What follows belongs to an exercise in optimizing a design on an open flow for small area and a short achievable clock period; a production flow would make more cautious choices. In this exercise RTL edits were held to simulation tests only and were not proved equivalent to the original. Power figures rest on the tool's default switching activity, not on a simulated workload.

$ cat flow/config.mk
export PLATFORM = sky130hd
export DESIGN_NAME = chipInterface
export DESIGN_NICKNAME = chipInterface
export VERILOG_FILES = /design/flow/design.v
export SDC_FILE = /design/flow/constraint.sdc
export NUM_CORES = 4
export LEC_CHECK = 0
export CAP_MARGIN = 20
export CORE_MARGIN = 2
export CORE_UTILIZATION = 40
export SLEW_MARGIN = 20
$ cat flow/run.sh
#!/bin/bash
# synth_recipe.tcl (not shown) runs the flow's synth.tcl, then flattens the netlist and writes it again
# the make line also repeats each setting of config.mk as NAME=value (left out here)
make -C /OpenROAD-flow-scripts/flow DESIGN_CONFIG=/design/flow/config.mk WORK_HOME=/design/flow/orfs CLKGATE_MAP_FILE= SYNTH_SCRIPT=/design/flow/synth_recipe.tcl finish
$ cat flow/constraint.sdc
create_clock -name core_clock -period 20.0 [get_ports {CLOCK_50}]
set_input_delay 4.0000 -clock core_clock [delete_from_list [all_inputs] [get_ports {CLOCK_50}]]
set_output_delay 4.0000 -clock core_clock [all_outputs]
set_load 0.01 [all_outputs]
$ cat flow/design.v
typedef enum logic [23:0] {
    RED      = {8'hFF, 8'h00, 8'h00},
    GREEN    = {8'h00, 8'hFF, 8'h00},
    BLUE     = {8'h00, 8'h00, 8'hFF},
    CYAN     = {8'h00, 8'hFF, 8'hCC},
    PURPLE   = {8'h99, 8'h00, 8'hFF},
    YELLOW   = {8'hFF, 8'hFF, 8'h00},
    BLACK    = {8'h00, 8'h00, 8'h00},
    WHITE    = {8'hFF, 8'hFF, 8'hFF}
} color_t;
typedef enum logic [2:0] {
    LEFTTOP  = 3'b001,   
    WALL     = 3'b010,   
    RIGHTTOP = 3'b011,   
    EQUAL    = 3'b100,   
    RIGHTBOT = 3'b101,   
    LEFTBOT  = 3'b110    
} shape_t;
module mastermindVGA (
    input  logic        CLOCK_50,
    output logic [7:0]  VGA_R, VGA_G, VGA_B,
    output logic        VGA_BLANK_N, VGA_SYNC_N,
    output logic        VGA_VS, VGA_HS,
    input  logic [3:0]  numGames,
    input  logic        loadNumGames,
    input  logic [3:0]  roundNumber,
    input  logic [11:0] guess,
    input  logic        loadGuess,
    input  logic [3:0]  znarly, zood,
    input  logic        loadZnarlyZood,
    input  logic        clearGame,
    input  logic [11:0] masterPattern,
    input  logic        displayMasterPattern,
    input  logic        reset
    );
    logic [7:0][3:0][2:0] memGuess;
    logic [7:0][3:0]      memZnarly;
    logic [7:0][3:0]      memZood;
    logic [3:0]           memNumGames;
    logic [3:0][2:0]      master;
    logic [9:0]           x, y;
    logic                 blank;
    logic [2:0]           shapeSel;
    logic [3:0]           numValue;
    logic [1:0]           masterIdx, guessIdxX;
    logic [2:0]           guessIdxY;
    logic [3:0]           gIdxX, gIdxY;
    logic                 inGameZoneX, inGameZoneY;
    logic                 isNum, isCredit, isRound;
    logic                 isMaster, isZZ, isShape;
    color_t               zzColor, shapeColor;
    color_t               color;
    integer               i, j;
    logic                 clk;
    localparam X0 = 10'd169;
    localparam X1 = 10'd481;
    localparam Y0 = 10'd10;
    localparam Y1 = 10'd468;
    localparam GSIDE = 10'd52;     
    localparam ZZ_X = 10'd429;     
    localparam MASTER_Y = 10'd426;  
    assign clk = CLOCK_50;
    assign master = masterPattern;
    vga vgaCounter (
            .row        (y),
            .col        (x),
            .HS         (VGA_HS),
            .VS         (VGA_VS),
            .*);
    assign VGA_BLANK_N           = ~blank;
    assign VGA_SYNC_N            = 1'b0;
    assign {VGA_R, VGA_G, VGA_B} = color;
    registerAZ #(4) numGamesReg (
            .Q      (memNumGames),
            .D      (numGames),
            .clr    (1'b0),
            .en     (loadNumGames),
            .*);
    always_ff @(posedge clk, posedge reset) begin
        if (reset)
            memGuess <= 96'b0;
        else if (clearGame)
            memGuess <= 96'b0;
        else if (loadGuess)
            for (i = 0; i < 8; i = i + 1)
                if (roundNumber == i)
                    memGuess[i] <= guess;
    end
    always_ff @(posedge clk, posedge reset) begin
        if (reset) begin
            memZnarly <= 32'b0;
            memZood <= 32'b0;
        end
        else if (clearGame) begin
            memZnarly <= 32'b0;
            memZood <= 32'b0;
        end
        else if (loadZnarlyZood) begin
            for (j = 0; j < 8; j = j + 1)
                if (roundNumber == j) begin
                    memZood[j]   <= zood;
                    memZnarly[j] <= znarly;
                end
        end
    end
    range_check gameFieldX (
            .val        (x),
            .low        (X0),
            .high       (X1),
            .is_between (inGameZoneX)
            );
    range_check gameFieldY (
            .val        (y),
            .low        (Y0),
            .high       (Y1),
            .is_between (inGameZoneY)
            );
    always_comb begin
        color = BLACK;
        if (inGameZoneX & inGameZoneY) begin
            if (isRound & isNum)
                color = WHITE;
            else if (isCredit & isNum)
                color = CYAN;
            else if (isZZ)
                color = zzColor;
            else if (isMaster & displayMasterPattern)
                color = shapeColor;
            else if (isShape)
                color = shapeColor;
        end
    end
    assign gIdxX     = (inGameZoneX ? ((x - X0) / GSIDE) : 4'b1111);
    assign gIdxY     = (inGameZoneY ? ((y - Y0) / GSIDE) : 4'b1111);
    assign isRound   = ((gIdxX == 4'd0) & (gIdxY < 4'd8));
    assign isZZ      = ((gIdxX == 4'd5) & (gIdxY < 4'd8));
    assign isCredit  = ((gIdxX == 4'd5) & (gIdxY == 4'd8));
    assign isMaster  = ((gIdxX > 4'd0) & (gIdxX < 4'd5) & (gIdxY == 4'd8));
    assign isShape   = ((gIdxX > 4'd0) & (gIdxX < 4'd5) & (gIdxY < 4'd8));
    assign numValue  = (isCredit ? memNumGames : gIdxY);
    assign shapeSel  = (isMaster ? master[masterIdx] : memGuess[guessIdxY][guessIdxX]);
    assign masterIdx = (isMaster ? ~(gIdxX - 1'b1) : 2'b0);
    assign guessIdxX = (isShape  ? ~(gIdxX - 1'b1) : 2'b0);
    assign guessIdxY = (isShape  ? gIdxY : 4'b0);
    drawNumber numDrawer (
            .inNum  (isNum),
            .x      (x),
            .y      (y),
            .posX   (X0 + (gIdxX * GSIDE)),
            .posY   (Y0 + (gIdxY * GSIDE)),
            .value  (numValue)
            );
    drawShape shapeDrawer (
            .color  (shapeColor),
            .x      (x),
            .y      (y),
            .posX   (X0 + (gIdxX * GSIDE)),
            .posY   (Y0 + (gIdxY * GSIDE)),
            .shape  (shapeSel)
            );
    drawZnarlyZood zzDrawer (
            .color  (zzColor),
            .znarly (memZnarly[gIdxY]),
            .zood   (memZood[gIdxY]),
            .x      (x),
            .y      (y),
            .posX   (ZZ_X),
            .posY   (Y0 + (gIdxY * GSIDE))
            );
endmodule
module drawNumber
    #(parameter LINEWIDTH = 10'd4, PADDING = 10'd10, SIDE = 10'd42) (
    output logic        inNum,
    input  logic [9:0]  x, y,
    input  logic [9:0]  posX, posY,
    input  logic [2:0]  value
    );
    logic   [6:0] isSegX, isSegY, isSeg;
    assign isSeg = (isSegX & isSegY);
    always_comb begin
        inNum = 1'b0;
        case (value)
            3'd0: begin
                if (isSeg[5:0])
                    inNum = 1'b1;
            end
            3'd1: begin
                if (isSeg[2:1])
                    inNum = 1'b1;
            end
            3'd2: begin
                if (isSeg[0] | isSeg[1] | isSeg[6] | isSeg[4] | isSeg[3])
                    inNum = 1'b1;
            end
            3'd3: begin
                if (isSeg[3:0] || isSeg[6])
                    inNum = 1'b1;
            end
            3'd4: begin
                if (isSeg[6:5] || isSeg[2:1])
                    inNum = 1'b1;
            end
            3'd5: begin
                if (isSeg[6:5] || isSeg[3:2] || isSeg[0])
                    inNum = 1'b1;
            end
            3'd6: begin
                if (isSeg[6:2] || isSeg[0])
                    inNum = 1'b1;
            end
            3'd7: begin
                if (isSeg[2:0])
                    inNum = 1'b1;
            end
        endcase
    end
    offset_check #(10) segCheckX0 (
            .val        (x),
            .low        (posX + PADDING),
            .delta      (SIDE - (2*PADDING)),
            .is_between (isSegX[0]));
    offset_check #(10) segCheckY0 (
            .val        (y),
            .low        (posY + PADDING),
            .delta      (LINEWIDTH),
            .is_between (isSegY[0]));
    offset_check #(10) segCheckX1 (
            .val        (x),
            .low        (posX + (SIDE - PADDING) - LINEWIDTH),
            .delta      (LINEWIDTH),
            .is_between (isSegX[1]));
    offset_check #(10) segCheckY1 (
            .val        (y),
            .low        (posY + PADDING),
            .delta      ((SIDE - (PADDING*2))/2),
            .is_between (isSegY[1]));
    offset_check #(10) segCheckX2 (
            .val        (x),
            .low        (posX + (SIDE - PADDING) - LINEWIDTH),
            .delta      (LINEWIDTH),
            .is_between (isSegX[2]));
    offset_check #(10) segCheckY2 (
            .val        (y),
            .low        (posY + PADDING + ((SIDE - (2*PADDING))/2)),
            .delta      ((SIDE - (PADDING*2))/2),
            .is_between (isSegY[2]));
    offset_check #(10) segCheckX3 (
            .val        (x),
            .low        (posX + PADDING),
            .delta      (SIDE - (2*PADDING)),
            .is_between (isSegX[3]));
    offset_check #(10) segCheckY3 (
            .val        (y),
            .low        (posY + (SIDE - PADDING) - LINEWIDTH),
            .delta      (LINEWIDTH),
            .is_between (isSegY[3]));
    offset_check #(10) segCheckX4 (
            .val        (x),
            .low        (posX + PADDING),
            .delta      (LINEWIDTH),
            .is_between (isSegX[4]));
    offset_check #(10) segCheckY4 (
            .val        (y),
            .low        (posY + PADDING + ((SIDE - (2*PADDING))/2)),
            .delta      ((SIDE - (PADDING*2))/2),
            .is_between (isSegY[4]));
    offset_check #(10) segCheckX5 (
            .val        (x),
            .low        (posX + PADDING),
            .delta      (LINEWIDTH),
            .is_between (isSegX[5]));
    offset_check #(10) segCheckY5 (
            .val        (y),
            .low        (posY + PADDING),
            .delta      ((SIDE - (PADDING*2))/2),
            .is_between (isSegY[5]));
    offset_check #(10) segCheckX6 (
            .val        (x),
            .low        (posX + PADDING),
            .delta      (SIDE - (2*PADDING)),
            .is_between (isSegX[6]));
    offset_check #(10) segCheckY6 (
            .val        (y),
            .low        (posY + (SIDE/2) - LINEWIDTH/2),
            .delta      (LINEWIDTH),
            .is_between (isSegY[6]));
endmodule
module drawZnarlyZood
    #(parameter WIDTH = 10'd26, PADDING = 10'd16) (
    output color_t        color,
    input  logic   [3:0]  znarly, zood,
    input  logic   [9:0]  x, y,
    input  logic   [9:0]  posX, posY
    );
    logic   [3:0] inBoxX, inBoxY;
    offset_check #(10) squareCheckX0 (
            .val        (x),
            .low        (posX),
            .delta      (PADDING),
            .is_between (inBoxX[0]));
    offset_check #(10) squareCheckY0 (
            .val        (y),
            .low        (posY),
            .delta      (PADDING),
            .is_between (inBoxY[0]));
    offset_check #(10) squareCheckX1 (
            .val        (x),
            .low        (posX + WIDTH),
            .delta      (PADDING),
            .is_between (inBoxX[1]));
    offset_check #(10) squareCheckY1 (
            .val        (y),
            .low        (posY),
            .delta      (PADDING),
            .is_between (inBoxY[1]));
    offset_check #(10) squareCheckX2 (
            .val        (x),
            .low        (posX),
            .delta      (PADDING),
            .is_between (inBoxX[2]));
    offset_check #(10) squareCheckY2 (
            .val        (y),
            .low        (posY + WIDTH),
            .delta      (PADDING),
            .is_between (inBoxY[2]));
    offset_check #(10) squareCheckX3 (
            .val        (x),
            .low        (posX + WIDTH),
            .delta      (PADDING),
            .is_between (inBoxX[3]));
    offset_check #(10) squareCheckY3 (
            .val        (y),
            .low        (posY + WIDTH),
            .delta      (PADDING),
            .is_between (inBoxY[3]));
    always_comb begin
        color = BLACK;
        if (inBoxX[0] & inBoxY[0]) begin
            if (znarly > 3'd0)
                color = RED;
            else if (zood > 3'd3)
                color = WHITE;
        end
        else if (inBoxX[1] & inBoxY[1]) begin
            if (znarly > 3'd1)
                color = RED;
            else if (zood > 3'd2)
                color = WHITE;
        end
        else if (inBoxX[2] & inBoxY[2]) begin
            if (znarly > 3'd2)
                color = RED;
            else if (zood > 3'd1)
                color = WHITE;
        end
        else if (inBoxX[3] & inBoxY[3]) begin
            if (znarly > 3'd3)
                color = RED;
            else if (zood > 3'd0)
                color = WHITE;
        end
    end
endmodule
module drawShape
    #(parameter LINEWIDTH = 10'd15, SIDE = 10'd42) (
    output color_t        color,
    input  logic   [9:0]  x, y,
    input  logic   [9:0]  posX, posY,
    input  logic   [2:0]  shape
    );
    color_t shapeColor;
    shape_t shapeType;
    logic   inBoxX, inBoxY;
    logic   inTopStick, inBottomStick, inLeftStick, inRightStick;
    offset_check #(10) squareCheckX (
            .val        (x),
            .low        (posX),
            .delta      (SIDE),
            .is_between (inBoxX));
    offset_check #(10) squareCheckY (
            .val        (y),
            .low        (posY),
            .delta      (SIDE),
            .is_between (inBoxY));
    offset_check #(10) topStick (
            .val        (y),
            .low        (posY),
            .delta      (LINEWIDTH),
            .is_between (inTopStick));
    offset_check #(10) bottomStick (
            .val        (y),
            .low        (posY + SIDE - LINEWIDTH),
            .delta      (LINEWIDTH),
            .is_between (inBottomStick));
    offset_check #(10) leftStick (
            .val        (x),
            .low        (posX),
            .delta      (LINEWIDTH),
            .is_between (inLeftStick));
    offset_check #(10) rightStick (
            .val        (x),
            .low        (posX + SIDE - LINEWIDTH),
            .delta      (LINEWIDTH),
            .is_between (inRightStick));
    assign color = shapeColor;
    assign shapeType = shape_t'(shape);
    always_comb begin
        shapeColor = BLACK;
        if (inBoxX & inBoxY) begin
            if ((shapeType == WALL) & (inLeftStick | inRightStick)) begin
                shapeColor = RED;
            end
            else if ((shapeType == LEFTTOP) & (inLeftStick | inTopStick)) begin
                shapeColor = BLUE;
            end
            else if ((shapeType == RIGHTTOP) & (inRightStick | inTopStick)) begin
                shapeColor = CYAN;
            end
            else if ((shapeType == RIGHTBOT) & (inRightStick | inBottomStick)) begin
                shapeColor = GREEN;
            end
            else if ((shapeType == LEFTBOT) & (inLeftStick | inBottomStick)) begin
                shapeColor = YELLOW;
            end
            else if ((shapeType == EQUAL) & (inBottomStick | inTopStick)) begin
                shapeColor = PURPLE;
            end
        end
    end
endmodule
module vga (
    output logic [9:0] row, col,
    output logic       HS, VS, blank,
    input  logic       CLOCK_50, reset
    );
    logic [10:0] col_count;
    logic        col_clear, col_enable;
    logic [9:0]  row_count;
    logic        row_clear, row_enable;
    logic        h_blank, v_blank;
    simple_counter #(10) row_counter(
            .Q      (row_count), 
            .en     (row_enable), 
            .clr    (row_clear),
            .clk    (CLOCK_50),
            .reset  (reset)
            );
    assign row        = row_count;
    assign row_clear  = (row_count >= 10'd520);
    assign row_enable = (col_count == 11'd1599);
    assign VS         = (row_count < 10'd490) | (row_count > 10'd491);
    assign v_blank    = (row_count >= 10'd480);
    simple_counter #(11) col_counter(
            .Q      (col_count), 
            .en     (col_enable), 
            .clr    (col_clear),
            .clk    (CLOCK_50),
            .reset  (reset)
            );
    assign col        = col_count[10:1];
    assign col_clear  = (col_count >= 11'd1599);
    assign col_enable = 1'b1;
    assign HS         = (col_count < 11'd1312) | (col_count > 11'd1503);
    assign h_blank    = col_count > 11'd1279;
    assign blank      = h_blank | v_blank;
endmodule
module range_check
    #(parameter WIDTH = 4'd10) (
    input  logic [WIDTH-1:0] val, low, high,
    output logic             is_between
    );
    assign is_between = (val >= low) & (val <= high);
endmodule
module offset_check
    #(parameter WIDTH = 4'd10) (
    input  logic [WIDTH-1:0] val, low, delta,
    output logic             is_between
    );
    assign is_between = ((val >= low) & (val < (low+delta)));
endmodule
module simple_counter
    #(parameter WIDTH = 4'd8) (
    output logic [WIDTH-1:0] Q,
    input  logic             clk, en, clr, reset
    );
    always_ff @(posedge clk, posedge reset)
        if (reset)
            Q <= 'b0;
        else if (clr)
            Q <= 'b0;
        else if (en)
            Q <= (Q + 1'b1);
endmodule
module registerAZ
    #(parameter WIDTH = 4'd8) (
    output logic [WIDTH-1:0] Q,
    input  logic [WIDTH-1:0] D,
    input  logic             clk, en, clr, reset
    );
    always_ff @(posedge clk, posedge reset) begin
        if (reset)
            Q <= 'b0;
        else if (clr)
            Q <= 'b0;
        else if (en)
            Q <= D;
    end
endmodule
module comparator
  #(parameter   WIDTH = 8)
  (output logic             AltB, AeqB, AgtB,
   input  logic [WIDTH-1:0] A, B);
  assign AeqB = (A == B);
  assign AltB = (A <  B);
  assign AgtB = (A >  B);
endmodule
module adder
  #(parameter WIDTH=8)
  (input  logic [WIDTH-1:0] A, B,
   input  logic             Cin,
   output logic [WIDTH-1:0] Sum,
   output logic             Cout);
   assign {Cout, Sum} = A + B + Cin;
endmodule
module decoder
  #(parameter WIDTH=8)
  (input  logic [$clog2(WIDTH)-1:0] I,
   input  logic                     en,
   output logic [WIDTH-1:0]         D);
  always_comb begin
    D = 0;
    if (en)
      D = 1'b1 << I;
  end
endmodule
module register
  #(parameter WIDTH=8)
  (input  logic [WIDTH-1:0] D,
   input  logic             en, clr, clk,
   output logic [WIDTH-1:0] Q,
   input  logic             reset);
  always_ff @(posedge clk, posedge reset)
    if (reset)
      Q <= 0;
    else if (en)
      Q <= D;
    else if (clr)
      Q <= 0;
endmodule
`default_nettype none
module topCoinAccept(
	input logic [1:0] CoinValue,
	input logic CoinInserted, reset, CLOCK_50, startGameNow, masterLoaded, gamePlaying,
	output logic ready,
	output logic [3:0] NumGames
	);
	logic drop, gt, lt, adderIn, en_reg;
	logic [3:0] numGamesIn;
	assign en_reg = startGameNow | drop;
	assign ready = gt&masterLoaded&(~gamePlaying);  
	assign numGamesIn = (startGameNow) ? NumGames - 1 : (drop & lt) ? NumGames + 1 : NumGames;
	coinAccept ca(.*);
	register #(4) r1(numGamesIn, en_reg, reset, CLOCK_50, NumGames, reset);
	comparator #(4) c1(, , gt, NumGames, 0);
	comparator #(4) c2(lt,,, NumGames, 7);
endmodule
module coinAccept(
    input logic reset, CoinInserted, CLOCK_50,
	 input logic [1:0] CoinValue,
	 output logic drop
	 );
	 logic [1:0] coin;
	 logic prevCoinInserted, prevPrevCoinInserted, goNow;
	 assign coin = CoinValue;
   enum logic [2:0] {d0ch0 = 3'd0, d0ch1 = 3'd1, d0ch2 = 3'd2, d0ch3 = 3'd3, 
                     d1ch0 = 3'd4, d1ch1 = 3'd5, d1ch2 = 3'd6, d1ch3 = 3'd7}
                     currState, nextState;
    always_comb
        case(currState)
            d0ch0, d1ch0: unique case(coin)
                2'd0: nextState = d0ch0;
                2'd1: nextState = goNow ? d0ch1 : d0ch0;
                2'd2: nextState = goNow ? d0ch3 : d0ch0;
                2'd3: nextState = goNow ? d1ch1 : d0ch0;
                endcase
            d0ch1, d1ch1: unique case(coin)
                2'd0: nextState = d0ch1; 
                2'd1: nextState = goNow ? d0ch2 : d0ch1;
                2'd2: nextState = goNow ? d1ch0 : d0ch1;
                2'd3: nextState = goNow ? d1ch2 : d0ch1;
                endcase
            d0ch2, d1ch2: unique case(coin)
                2'd0: nextState = d0ch2;
                2'd1: nextState = goNow ? d0ch3 : d0ch2;
                2'd2: nextState = goNow ? d1ch1 : d0ch2;
                2'd3: nextState = goNow ? d1ch3 : d0ch2;
                endcase
            d0ch3, d1ch3: unique case(coin)
                2'd0: nextState = d0ch3;
                2'd1: nextState = goNow ? d1ch0 : d0ch3;
                2'd2: nextState = goNow ? d1ch2 : d0ch3;
                2'd3: nextState = goNow ? d1ch0 : d0ch3;
                endcase
            default: nextState = d0ch0;
        endcase
    always_comb
        case(currState)
            d0ch0, d0ch1, d0ch2, d0ch3: drop = 0;
            d1ch0, d1ch1, d1ch2, d1ch3: drop = 1;
            default: drop = 0;
        endcase
    always_ff @(posedge CLOCK_50, posedge reset) begin
       if (reset == 1) begin
         currState <= d0ch0;
         prevCoinInserted <= 0;
         prevPrevCoinInserted <= 0;
         goNow <= 0;
       end
       else begin
         currState <= nextState;
			prevCoinInserted <= CoinInserted;
			prevPrevCoinInserted <= prevCoinInserted;
			goNow <= prevCoinInserted & ~prevPrevCoinInserted;
		end
	end
endmodule
`default_nettype none
module loadMaster(
	input logic [2:0] LoadShape,
	input logic [1:0] ShapeLocation,
	input logic LoadShapeNow, reset, CLOCK_50, gamePlaying, resetMaster,
	output logic [2:0] master0, master1, master2, master3,
	output logic masterLoaded, clearMaster
	);
	logic [3:0] decOut;
	logic load0, load1, load2, load3, timeToLoad, resetM, prevPrevReset, prevReset;
	assign resetM = clearMaster | resetMaster;
	assign timeToLoad = LSN & ~gamePlaying;
	assign load0 = timeToLoad&decOut[0]&(master0 == 3'd0);
	assign load1 = timeToLoad&decOut[1]&(master1 == 3'd0);
	assign load2 = timeToLoad&decOut[2]&(master2 == 3'd0);
	assign load3 = timeToLoad&decOut[3]&(master3 == 3'd0);
	assign masterLoaded = (master0 != 3'd0) & (master1 != 3'd0) & (master2 != 3'd0) & (master3 != 3'd0);
	register #(3) m0(LoadShape, load0, resetM, CLOCK_50, master0, reset);
	register #(3) m1(LoadShape, load1, resetM, CLOCK_50, master1, reset);
	register #(3) m2(LoadShape, load2, resetM, CLOCK_50, master2, reset);
	register #(3) m3(LoadShape, load3, resetM, CLOCK_50, master3, reset);
	decoder  #(4) d1(ShapeLocation, 1, decOut);
	logic prevLSN, prevPrevLSN, LSN;
	always_ff @(posedge CLOCK_50, posedge reset)
       if (reset) begin
         prevReset <= 1;
         prevPrevReset <= 0;
         clearMaster <= 0;
         prevLSN <= 0;
         prevPrevLSN <= 0;
         LSN <= 0;
       end
       else begin
			prevReset <= 0;
			prevPrevReset<= prevReset;
			clearMaster <= prevReset & ~prevPrevReset;
			prevLSN <= LoadShapeNow;
			prevPrevLSN <= prevLSN;
			LSN <= prevLSN & ~prevPrevLSN;
		end
endmodule
module GradeZnarly(
	input logic GradeZnarlyNow, CLOCK_50, reset, gamePlaying,
	input logic [2:0] guess0, guess1, guess2, guess3,
	input logic [2:0] master0, master1, master2, master3,
	input logic [3:0] RoundNumber,
	output logic [3:0] Znarly,
	output logic GameWonOut,
	output logic [3:0] seenOutZnarly
	);
	logic [3:0] rsrl, seen;
	logic eq0, eq1, eq2, eq3, eqgw;
	assign seen = {eq3, eq2, eq1, eq0};
	assign rsrl = (gamePlaying) ? eq0+eq1+eq2+eq3 : 0;
	comparator #(4) gm0(, eq0, , guess0, master0);
	comparator #(4) gm1(, eq1, , guess1, master1);
	comparator #(4) gm2(, eq2, , guess2, master2);
	comparator #(4) gm3(, eq3, , guess3, master3);
	comparator #(4) gw(, eqgw, , rsrl, 4);
	always @(posedge CLOCK_50, posedge reset) 
		if (reset)begin
			Znarly <= 0;
			GameWonOut <= 0;
			seenOutZnarly <= 0;
		end
		else if (GradeZnarlyNow)begin
			Znarly <= rsrl;
			GameWonOut <= eqgw;
			seenOutZnarly <= seen;
		end
		else if (~gamePlaying)begin
			Znarly <= 0;
			GameWonOut <= eqgw;
			seenOutZnarly <= 0;
		end
endmodule
module GradeZood(
	input logic GradeZoodNow, CLOCK_50, reset, clearMaster,
	input logic [2:0] master0, master1, master2, master3,
	input logic [2:0] guess0, guess1, guess2, guess3,
	input logic [3:0] seenOutZnarly,
	output logic [3:0] seenOutZood,
	output logic zoodDone
	);
	logic [3:0] seenOutZoodReg, zoodFinal;
	logic [2:0] guessAtIndex;
	logic [1:0] index;
	logic indexDone, gradeZoodIndexNow, changeSOZ, resetSeenOutZoodReg;
	GradeZoodIndex idg(.*);
	enum logic [2:0] {waiting = 3'd0, changeZ = 3'd5, done=3'd6,  check0 = 3'd1, check1 = 3'd2, check2 = 3'd3, check3 = 3'd4} currentState, nextState;
	always_comb
		case (currentState)
			waiting: nextState = (~GradeZoodNow) ? waiting : (seenOutZnarly[0] == 0) ? check0 : (seenOutZnarly[1] == 0) ? check1 : (seenOutZnarly[2] == 0) ? check2 : (seenOutZnarly[3] == 0) ? check3 : changeZ;
			check0: nextState = (~indexDone) ? check0 : (seenOutZnarly[1] == 0) ? check1 : (seenOutZnarly[2] == 0) ? check2 : (seenOutZnarly[3] == 0) ? check3 : changeZ;
			check1: nextState = (~indexDone) ? check1 : (seenOutZnarly[2] == 0) ? check2 : (seenOutZnarly[3] == 0) ? check3 : changeZ;
			check2: nextState = (~indexDone) ? check2 : (seenOutZnarly[3] == 0) ? check3 : changeZ;
			check3: nextState = (~indexDone) ? check3 : changeZ;
			changeZ: nextState = done;
			done: nextState = waiting;
			default: nextState = waiting;
		endcase
	always_comb begin
			changeSOZ = 0;
			index = 0;
			zoodDone = 0;
			gradeZoodIndexNow = 1;
			guessAtIndex = 0;
			resetSeenOutZoodReg = 0;
			case (currentState)
				waiting: begin
					resetSeenOutZoodReg = 1;
					index = 0;
					gradeZoodIndexNow = 0;
					end
				check0: begin 
					index = 0;
					guessAtIndex = guess0;
					end
				check1: begin 
					index = 1;
					guessAtIndex = guess1;
					end
				check2: begin 
					index = 2;
					guessAtIndex = guess2;
					end
				check3: begin 
					index = 3;
					guessAtIndex = guess3;
					end
				changeZ: begin
					changeSOZ = 1;
					gradeZoodIndexNow = 0;
					end
				done: begin 
					zoodDone = 1;
					gradeZoodIndexNow = 0;
					end
			endcase
		end
		always_ff @(posedge CLOCK_50, posedge reset)
        if (reset) begin
            currentState <= waiting;
            seenOutZood <= 0;
            zoodFinal <= 0;
        end
        else  begin 
		      if (changeSOZ) begin
					seenOutZood <= zoodFinal;
				end
				else if (resetSeenOutZoodReg)
					zoodFinal <= 0;
				currentState <= nextState;
				zoodFinal <= seenOutZoodReg;
		  end
endmodule
module GradeZoodIndex(
	input logic gradeZoodIndexNow, CLOCK_50, reset, clearMaster, resetSeenOutZoodReg,
	input logic [2:0] guessAtIndex,
	input logic [2:0] master0, master1, master2, master3,
	input logic [1:0] index,
	input logic [3:0] seenOutZood, zoodFinal, seenOutZnarly,
	output logic [3:0] seenOutZoodReg,
	output logic indexDone
	);
	logic seenMatch, seenMatchReg;  
	logic  resetZGT, timeToLoad;
	logic [1:0] updateIndex;
	logic [3:0] seenInternal;
	enum logic [2:0] {waiting = 3'd0, done=3'd5,  check0 = 3'd1, check1 = 3'd2, check2 = 3'd3, check3 = 3'd4} currentState, nextState;
	zoodGradeTracker zgt(.*);
	always_comb
		case (currentState)
			waiting: nextState = (~gradeZoodIndexNow) ? waiting : (index == 0 | zoodFinal[0]) ? check1 : check0;
			check0: nextState = (index == 1 | zoodFinal[1]) ? check2 : check1;
			check1: nextState = (index == 2 | zoodFinal[2]) ? check3 : check2;
			check2: nextState = (index == 3 | zoodFinal[3]) ? done : check3;
			check3: nextState = done;
			done: nextState = waiting;
			default: nextState = waiting;
		endcase
	always_comb begin
		seenMatch = 0;
		indexDone = 0;
		resetZGT = 0;
		updateIndex = 0;
		timeToLoad = 1;
		case (currentState)
			waiting: begin
				resetZGT = 1;
				timeToLoad = 0;
				end
			check0: begin 
				seenMatch = ((~seenMatchReg & (guessAtIndex == master0) & ~seenOutZnarly[0]) | seenOutZoodReg[0]) ? 1 : 0;
				updateIndex = 0;
				end
			check1: begin 
				seenMatch = ((~seenMatchReg & (guessAtIndex == master1) & ~seenOutZnarly[1]) | seenOutZoodReg[1]) ? 1 : 0;
				updateIndex = 1;
				end
			check2: begin 
				seenMatch = ((~seenMatchReg & (guessAtIndex == master2) & ~seenOutZnarly[2]) | seenOutZoodReg[2]) ? 1 : 0;
				updateIndex = 2;
				end
			check3: begin
				seenMatch = ((~seenMatchReg & (guessAtIndex == master3) & ~seenOutZnarly[3]) | seenOutZoodReg[3]) ? 1 : 0;
				updateIndex = 3;
				end
			done: begin 
				indexDone = 1;
				timeToLoad = 0;
				end
	   endcase
	end
		always_ff @(posedge CLOCK_50, posedge reset)
        if (reset) begin
            currentState <= waiting;
				seenMatchReg <= 0;
				end
        else begin 
				currentState <= nextState;
				if (resetZGT)
					seenMatchReg <= 0;
				else if (seenMatchReg == 0)
					seenMatchReg <= seenMatch;
		end
endmodule
module zoodGradeTracker(
	input logic CLOCK_50, reset, seenMatch, timeToLoad, resetSeenOutZoodReg, clearMaster,
	input logic [1:0] updateIndex,
	output logic [3:0] seenOutZoodReg);
	logic [3:0] decOut;
	logic l0, l1, l2, l3, so0, so1, so2, so3, resetM;
	assign resetM = clearMaster | resetSeenOutZoodReg;
	assign l0 = timeToLoad&decOut[0];
	assign l1 = timeToLoad&decOut[1];
	assign l2 = timeToLoad&decOut[2];
	assign l3 = timeToLoad&decOut[3];
	assign seenOutZoodReg = {so3, so2, so1, so0};
	register #(1) m0(seenMatch, l0, resetM, CLOCK_50, so0, reset);
	register #(1) m1(seenMatch, l1, resetM, CLOCK_50, so1, reset);
	register #(1) m2(seenMatch, l2, resetM, CLOCK_50, so2, reset);
	register #(1) m3(seenMatch, l3, resetM, CLOCK_50, so3, reset);
	decoder  #(4) d1(updateIndex, 1, decOut);
endmodule
module GradeGuessTop(
	input logic [11:0] Guess,
	input logic [2:0] master0, master1, master2, master3,
	input logic CLOCK_50, reset, GradeIt, gamePlaying, resetMaster, clearMaster,
	output logic [3:0] Znarly, Zood, RoundNumber,
	output logic GameWonOut, GameOver,
	output logic [3:0] seenOutZood,
	output logic [6:0] HEX7, HEX6, HEX5, HEX4
	);
	logic GradeZnarlyNow, GradeZoodNow, loadGuessNow, zoodDone, clr;
	logic [2:0] guess0, guess1, guess2, guess3;
	logic [3:0] seenOutZnarly, resetRegister;
	logic zn0, zn1, zn2, zn3, IncRoundNumber;
	logic [3:0] SOZood, sum;
	assign {zn3, zn2, zn1, zn0} = seenOutZood;
	assign SOZood = zn3+zn2+zn1+zn0;
	assign Zood = (gamePlaying) ? SOZood : 0;
	assign clr = clearMaster | resetMaster;
	BCDtoSevenSegment wtf234234(HEX6, seenOutZood);
	BCDtoSevenSegment fuckinA(HEX5, seenOutZnarly);
   BCDtoSevenSegment wtf2(HEX4, 0);
	BCDtoSevenSegment wtf3(HEX7, 0);
	GradeZnarly     gzn(.*);
	GradeZood       gz0(.*);
	guessControlFsm gcfsm(.*);
	loadGuess       lg(.*);
	register #(4)   rn(sum, IncRoundNumber, clr, CLOCK_50, RoundNumber, reset);
	adder #(4)      ad(1, RoundNumber, 0, sum, );
	assign GameOver = GameWonOut | (RoundNumber == 8);
endmodule
module guessControlFsm(
	input logic GradeIt, CLOCK_50, reset, gamePlaying, zoodDone,
	output logic loadGuessNow, GradeZnarlyNow, GradeZoodNow, IncRoundNumber
	);
	enum logic [2:0] {waitingS = 3'd0, loadGuessS = 3'd1, gradeZnarlyS = 3'd2, gradeZoodS = 3'd3, doneS = 3'd4}
                     currState, nextState;
	 logic prevGradeIt, prevPrevGradeIt, GradeItNow;
    always_comb begin
		  IncRoundNumber = 0;
        case(currState)
            waitingS: begin 
					nextState = (GradeItNow) ? loadGuessS : waitingS;
					loadGuessNow = 0;
					GradeZnarlyNow = 0;
					GradeZoodNow = 0;
					IncRoundNumber = 0;
				end
				loadGuessS: begin
					nextState = gradeZnarlyS;
					loadGuessNow = 1;
					GradeZnarlyNow = 0;
					GradeZoodNow = 0;
					IncRoundNumber = 0;
				end
				gradeZnarlyS: begin
					nextState = gradeZoodS;
					loadGuessNow = 0;
					GradeZnarlyNow = 1;
					GradeZoodNow = 0;
					IncRoundNumber = 0;
				end
				gradeZoodS: begin
					nextState = zoodDone ? doneS : gradeZoodS;
					loadGuessNow = 0;
					GradeZnarlyNow = 0;
					GradeZoodNow = 1;
					IncRoundNumber = 0;
				end
				doneS: begin
					nextState = waitingS;
					loadGuessNow = 0;
					GradeZnarlyNow = 0;
					GradeZoodNow = 0;
					IncRoundNumber = 1;
				end
				default: begin
					nextState = waitingS;
					loadGuessNow = 0;
					GradeZnarlyNow = 0;
					GradeZoodNow = 0;
					IncRoundNumber = 0;
				end
        endcase
	 end
    always_ff @(posedge CLOCK_50, posedge reset)
        if (reset) begin
            currState <= waitingS;
            prevGradeIt <= 0;
            prevPrevGradeIt <= 0;
            GradeItNow <= 0;
        end
        else begin
            currState <= nextState;
				prevGradeIt <= GradeIt;
				prevPrevGradeIt <= prevGradeIt;
				GradeItNow <= prevGradeIt & ~prevPrevGradeIt & gamePlaying;
			end
endmodule
module loadGuess(
	input logic [11:0] Guess,
	input logic loadGuessNow, clearMaster, CLOCK_50, resetMaster, reset,
	output logic [2:0] guess0, guess1, guess2, guess3
	);
	logic resetG;
	assign resetG = clearMaster | resetMaster;
	register #(3) g0(Guess[2:0],  loadGuessNow, resetG, CLOCK_50, guess0, reset);
	register #(3) g1(Guess[5:3],  loadGuessNow, resetG, CLOCK_50, guess1, reset);
	register #(3) g2(Guess[8:6],  loadGuessNow, resetG, CLOCK_50, guess2, reset);
	register #(3) g3(Guess[11:9], loadGuessNow, resetG, CLOCK_50, guess3, reset);
endmodule
`default_nettype none
module game_playing(
	input logic ready, StartGame, GameOver, CLOCK_50, reset, GameWonOut,
	output logic startGameNow, gamePlaying, resetMaster, GameWon
	);
	enum logic [1:0] {waitingtoplay = 2'd0, ingame = 2'd1, backtowaiting = 2'd2}
                     currState, nextState;
	 logic GameWonInt;
    always_comb
        case(currState)
            waitingtoplay: nextState = (startGameNow) ? ingame : waitingtoplay;
				ingame: nextState = (GameOver) ? backtowaiting : ingame;
				backtowaiting: nextState = waitingtoplay;
            default: nextState = waitingtoplay;
        endcase
    always_comb begin
        case(currState)
				waitingtoplay: begin gamePlaying = 0; resetMaster = 0; GameWonInt = GameWon; end
				ingame: begin gamePlaying = 1; resetMaster = 0; GameWonInt = 0; end
				backtowaiting: begin gamePlaying = 0; resetMaster = 1; GameWonInt = GameWonOut; end
            default: begin gamePlaying = 0; resetMaster = 0; GameWonInt = 0; end
        endcase
    end
	 logic prevstartGame, prevprevstartGame;
    always_ff @(posedge CLOCK_50, posedge reset) begin
       if (reset == 1) begin
         GameWon <= 0;
			currState <= waitingtoplay;
			prevstartGame <= 0;
			prevprevstartGame <= 0;
			startGameNow <= 0;
			end
       else begin
			GameWon <= GameWonInt;
         currState <= nextState;
			prevstartGame <= StartGame;
			prevprevstartGame <= prevstartGame;
			startGameNow <= prevstartGame & ~prevprevstartGame & ready;
		end
	end
endmodule
`default_nettype none
module chipInterface(
	input logic [17:0] SW,
	input logic [3:1] KEY,
	input logic KEY0,
	input logic CLOCK_50,
	output logic [6:0] HEX0, HEX1, HEX2, HEX3, HEX4, HEX5, HEX6, HEX7,
	output logic [7:0] LEDG,
	output logic [7:0] VGA_R, VGA_G, VGA_B,
	output logic VGA_BLANK_N, VGA_SYNC_N,
	output logic VGA_VS, VGA_HS
);
	logic CoinInserted, StartGame, GradeIt, LoadShapeNow, GameWon, reset, debug;
	logic LoadNumGames, LoadGuess, LoadZnarlyZood, clearGame, displayMasterPattern;
	logic [1:0] CoinValue, ShapeLocation;
	logic [2:0] LoadShape;
	logic [3:0] NumGames, RoundNumber, Znarly, Zood, seenOutZood;
	logic [11:0] Guess, masterPattern;
	logic masterLoaded, ready, GameOver, gamePlaying, startGameNow, resetMaster, clearMaster, GameWonOut;
	logic [2:0] master0, master1, master2, master3;
	assign CoinValue = SW[17:16];
	assign CoinInserted = ~KEY[1];
	assign StartGame = ~KEY[2];
	assign Guess = SW[11:0];
	assign GradeIt = ~KEY[3];
	assign LoadShape = SW[2:0];
	assign ShapeLocation = SW[4:3];
	assign LoadShapeNow = ~KEY[3];
	assign debug = SW[15];
	assign reset = ~KEY0;
	assign LEDG[0] = GameWon;
	assign LEDG[1] = GameOver;
	assign LEDG[2] = gamePlaying;
	assign LEDG[7:3] = 5'b0;
	assign LoadNumGames = 1;
	assign LoadGuess = gamePlaying;
	assign LoadZnarlyZood = gamePlaying;
	assign clearGame = resetMaster;
	assign masterPattern = {master3, master2, master1, master0};
	assign displayMasterPattern = debug;
	BCDtoSevenSegment zn(HEX3, Znarly);
	BCDtoSevenSegment zo(HEX2, Zood);
	BCDtoSevenSegment rn(HEX1, RoundNumber);
	BCDtoSevenSegment ng(HEX0, NumGames);
	topCoinAccept  tca(.*);
	loadMaster     lms(.*);
	GradeGuessTop  ggt(.*);
	game_playing   igp(.*);
	mastermindVGA mm(CLOCK_50, VGA_R, VGA_G, VGA_B, VGA_BLANK_N,
							VGA_SYNC_N, VGA_VS, VGA_HS,
							NumGames, LoadNumGames, RoundNumber, Guess,
							LoadGuess, Znarly, Zood, LoadZnarlyZood, 
							clearGame, masterPattern, displayMasterPattern, reset);
endmodule
module BCDtoSevenSegment
(output logic [6:0] segment,
input logic [3:0] bcd);
	logic w, x, y, z;
	assign {w, x, y, z} = bcd;
	assign segment[6] = ~w&~x&~y | ~w&x&y&z;
	assign segment[5] = w&x | y&z | w&y |  ~x&y | ~w&~x&z;
	assign segment[4] = z | w&y | x&~y;
	assign segment[3] = z&w | w&y | x&y&z | x&~y&~z | ~y&z&~x;
	assign segment[2] = w&x | w&y | ~x&y&~z;
	assign segment[1] = w&x | w&y | x&~y&z | x&y&~z;
	assign segment[0] = w&x | w&y | x&~y&~z | ~w&~x&~y&z;
endmodule
==> run summary <==
[sequential cells by signal (all words and copies together), names as in the netlist, 4 cells and up]
signal	flops
mm.vgaCounter.row_counter.Q	10
tca.r1.Q	4
ggt.gzn.seenOutZnarly	4
ggt.gz0.zoodFinal	4
ggt.rn.Q	4
ggt.gz0.seenOutZood	4
mm.memZnarly	24
mm.memGuess	96
mm.memZood	24
mm.vgaCounter.col_counter.Q	11
[worst register-to-register path, cell delays in order (launching register included)]
cell,delay (ps)
dfrtp_1,850
nand2_1,240
nor2_1,340
nand3_1,460
inv_1,230
and3_1,210
nand3_1,170
or3_1,380
a21oi_1,140
[layout make-up]
cell class | count | area, um^2
clock buffers | 45 | 952
clock inverters | 12 | 148
fillers | 6129 | 34300
inverters | 122 | 458
multi-input cells | 2498 | 17400
flip-flops and latches | 249 | 6230
well taps | 837 | 1050
repair buffers | 139 | 1290
[worst paths after layout]
check / start / cells after the start / to / slack [ps]
worst max-delay path: mm.vgaCounter.col_counter.Q[2] / 36 / VGA_R[0] / 3120
worst max register to register: mm.vgaCounter.col_counter.Q[4] / 8 / mm.vgaCounter.row_counter.Q[7] / 16890
worst min register to register: tca.ca.prevCoinInserted / 0 / tca.ca.prevPrevCoinInserted / 370
min in group asynchronous: KEY0 / 1 / mm.vgaCounter.row_counter.Q[5] / 3500
max in group asynchronous: KEY0 / 2 / tca.ca.prevPrevCoinInserted / 15080
worst min-delay path: tca.ca.prevCoinInserted / 0 / tca.ca.prevPrevCoinInserted / 370
[cells by family (layout without fill, tap and decap cells)]
group                      count (synthesis)  in the layout  synth area share
xor gates and xnor gates                 199            199            0.0716
other                                      2             21          0.000300
muxes                                    106            106            0.0513
and+or+nand+nor                         1024           1024             0.197
adders and majority gates                253            253             0.129
DFF                                      249            249             0.249
buffers and inverters                    331            318            0.0604
AOI/OAI and AO/OA                        895            895             0.242
[power by group]
| part | total, mW | switching [mW] | internal (mW) |
|---|---|---|---|
| clock | 0.605 | 0.243 | 0.362 |
| sequential | 0.588 | 0.0521 | 0.536 |
| combinational | 0.239 | 0.133 | 0.106 |
[per-layer routing]
metal,routed length (um),part of all wire
met1,36700,0.45
met2,36600,0.45
met3,5070,0.063
met4,2360,0.029
met5,0,0
[metrics by stage]
stage | setup WS, ps | util | std cells | instance area (um^2) | hold slack (ps)
after floorplan | 6150 | - | 3078 | 25100 | 346
after global placement | 3940 | 0.427 | 3845 | 26400 | 354
after detailed placement | 3710 | 0.427 | 3845 | 26400 | 368
after CTS | 3090 | 0.445 | 3902 | 27500 | 379
after global routing | 2090 | 0.445 | 3902 | 27500 | 384
final | 3120 | 0.445 | 3902 | 27500 | 371
[cell usage in the layout (no fill, tap or decap), drive strengths merged, types with 27 or more instances in the layout]
cell           synthesis  final
or3                   27     27
clkbuf               123     45
buf                   86     49
nand2                359    359
a21oi                150    150
nand3                 81     81
a21o                  69     69
mux2                  28     28
mux2i                 63     63
ha                   245    245
clkdlybuf4s50          0     90
nor3                 103    103
xor2                  76     76
dfrtp                248    248
inv                  121    123
o21ai                298    298
a211oi                41     41
o21a                  35     35
xnor2                123    123
nor2                 206    206
nor2b                 48     48
nand2b                51     51
==> impl_metrics.py <==
metrics = {
    "outcome": {
        "status": "no timing/DRC/antenna violations",
    },
    "timing": {
        "final_hold_viol_count": 0,
        "setup_tns_ps": 0,
        "slew_viol_final": 0,
        "period_share": 0.844,
        "max_freq_ghz": 0.0593,
        "rsz0062_at_grt": "false",
        "slew_headroom": 0.266,
        "setup_viol": 0,
        "final.min_clock_period_ps": 16880,
        "tightest_slew_ps": 1090,
        "finalClockSkew_ps": 20.1,
    },
    "finish": {
        "synthToLayoutAreaGrowth_pct": 9.96,
        "drive_gt1_frac": 0.0705,
        "nets": 3319,
        "diodes": 0,
    },
    "global_route": {
        "grt_pass1_vias": 22400,
        "grt_first_pass_wirelength_um": 128000,
        "grt_most_used_layer": "met2",
        "grt_max_degree": 157,
        "grt_use_total": 0.250,
        "met1_usage": 0.347,
        "antenna_found_initial": 2,
        "gr-usage-met2": 0.402,
        "grtUsageMet3": 0.0328,
        "grt-ovfl-total": 0,
    },
    "placement": {
        "hpwl_um": 57800,
        "place_congestion": 0.948,
        "port_buffers": 91,
    },
    "power": {
        "power.leakage_nw": 12.4,
        "power_density_nw_per_um2": 52.0,
        "ir_drop_mv": 0.0659,
        "finalPower_mw": 1.43,
    },
    "route": {
        "first_iter_violations": 1898,
        "drt_wl_total_um": 80800,
        "wl_per_cell_um": 20.7,
        "vias_per_cell": 5.92,
        "drtAntennaViolNets": 0,
        "dr.pass1.iters": 5,
        "route.detailed.drc": 0,
        "vias": 23100,
    },
    "cts": {
        "clkTransAtPathRegs_ps": 50,
        "cts_tree": "yes",
        "clk_latency_ps": 550,
        "postCtsHoldBufs": 0,
        "clk_root_buffer_cell": "clkbuf_16",
        "htreeDepth": 2,
        "post_cts_buffers": 0,
        "cts_made_buffers": 34,
        "cts_resized": 0,
        "cts_sinks": 249,
        "clockBufferDepth": 3,
    },
    "yosys": {
        "synth_cells": 3059,
        "synth_ff_type": "dfrtp_1",
        "yosys.cell_types.count": 121,
        "syn-cell-area_um2": 25000,
        "yosys-top-cells-area": "dfrtp_1 (25%), ha_1 (12%), o21ai_0 (5.6%), nand2_1 (5.4%), xnor2_1 (4.2%)",
        "yosysMostFrequentCell": "nand2_1",
        "synth_seq_cells": 249,
        "syn_avg_cell_area_um2": 8.18,
        "synth-edff-count": 0,
        "yosys_warnings": 39,
        "synth_common_cells": "nand2_1 (358), o21ai_0 (278), dfrtp_1 (248), ha_1 (245), nor2_1 (201)",
        "synth-async-reset-ratio": 1.00,
        "synth_top_cell_area_share": 0.248,
        "yosysTopAreaCell": "dfrtp_1",
        "yosysSeqAreaShare": 0.249,
    },
    "floorplanning": {
        "die_w_um": 254,
        "ios": 115,
        "die_y_um": 254,
        "rows": 91,
        "core_area_um2": 61800,
        "start_util": 0.405,
        "die_area_um2": 64600,
    },
    "critical_path": {
        "worst_setup_path_start_kind": "flip-flop",
        "cp_slowest_stage_delay_ps": 810,
        "crit_type": "reg2out",
        "cp.buffers_inverters": 7,
        "crit_fanout": 47,
        "cp-end-kind": "primary output",
        "critPathSlowestCell": "ha_2",
        "path_common_cell": "buf_4",
        "worstPathRequired_ps": 16000,
        "path_delay_family": "compound AO/OA/AOI/OAI gates",
        "arrival_ps": 12880,
    },
    "run": {
        "maxCapViolCount": 0,
    },
    "hold_path": {
        "hold_path_class": "reg2reg",
    },
}

what the ideal ports hide:
Ports are ideal in the flow. The routed layout listed here was re-timed in OpenROAD.
Step 1 sets driving cells, clkbuf_16 on the clock port and buf_2 on the other inputs (assumed; they add their load-dependent delay and slew).
Step 2, shift: input delay + t, output delay - t, t = (earliest + latest rising clock arrival at the registers) / 2. This alone moves slack from input paths to output paths.
Three values: ideal, step 1, step 2; two values: the first two.
shift t [ns]: 0.607
setup WS [ns]: 3.124 / 3.063 / 3.670
worst hold slack (ns): 0.371 / 0.371 / 0.371
worst setup path after step 2: register to output
latest minus earliest clock arrival (ns): 0.026 / 0.027
After both steps this run still meets setup and hold. For this run, drivers alone change the setup slack by -0.061 ns; drivers and shift together by +0.546 ns.
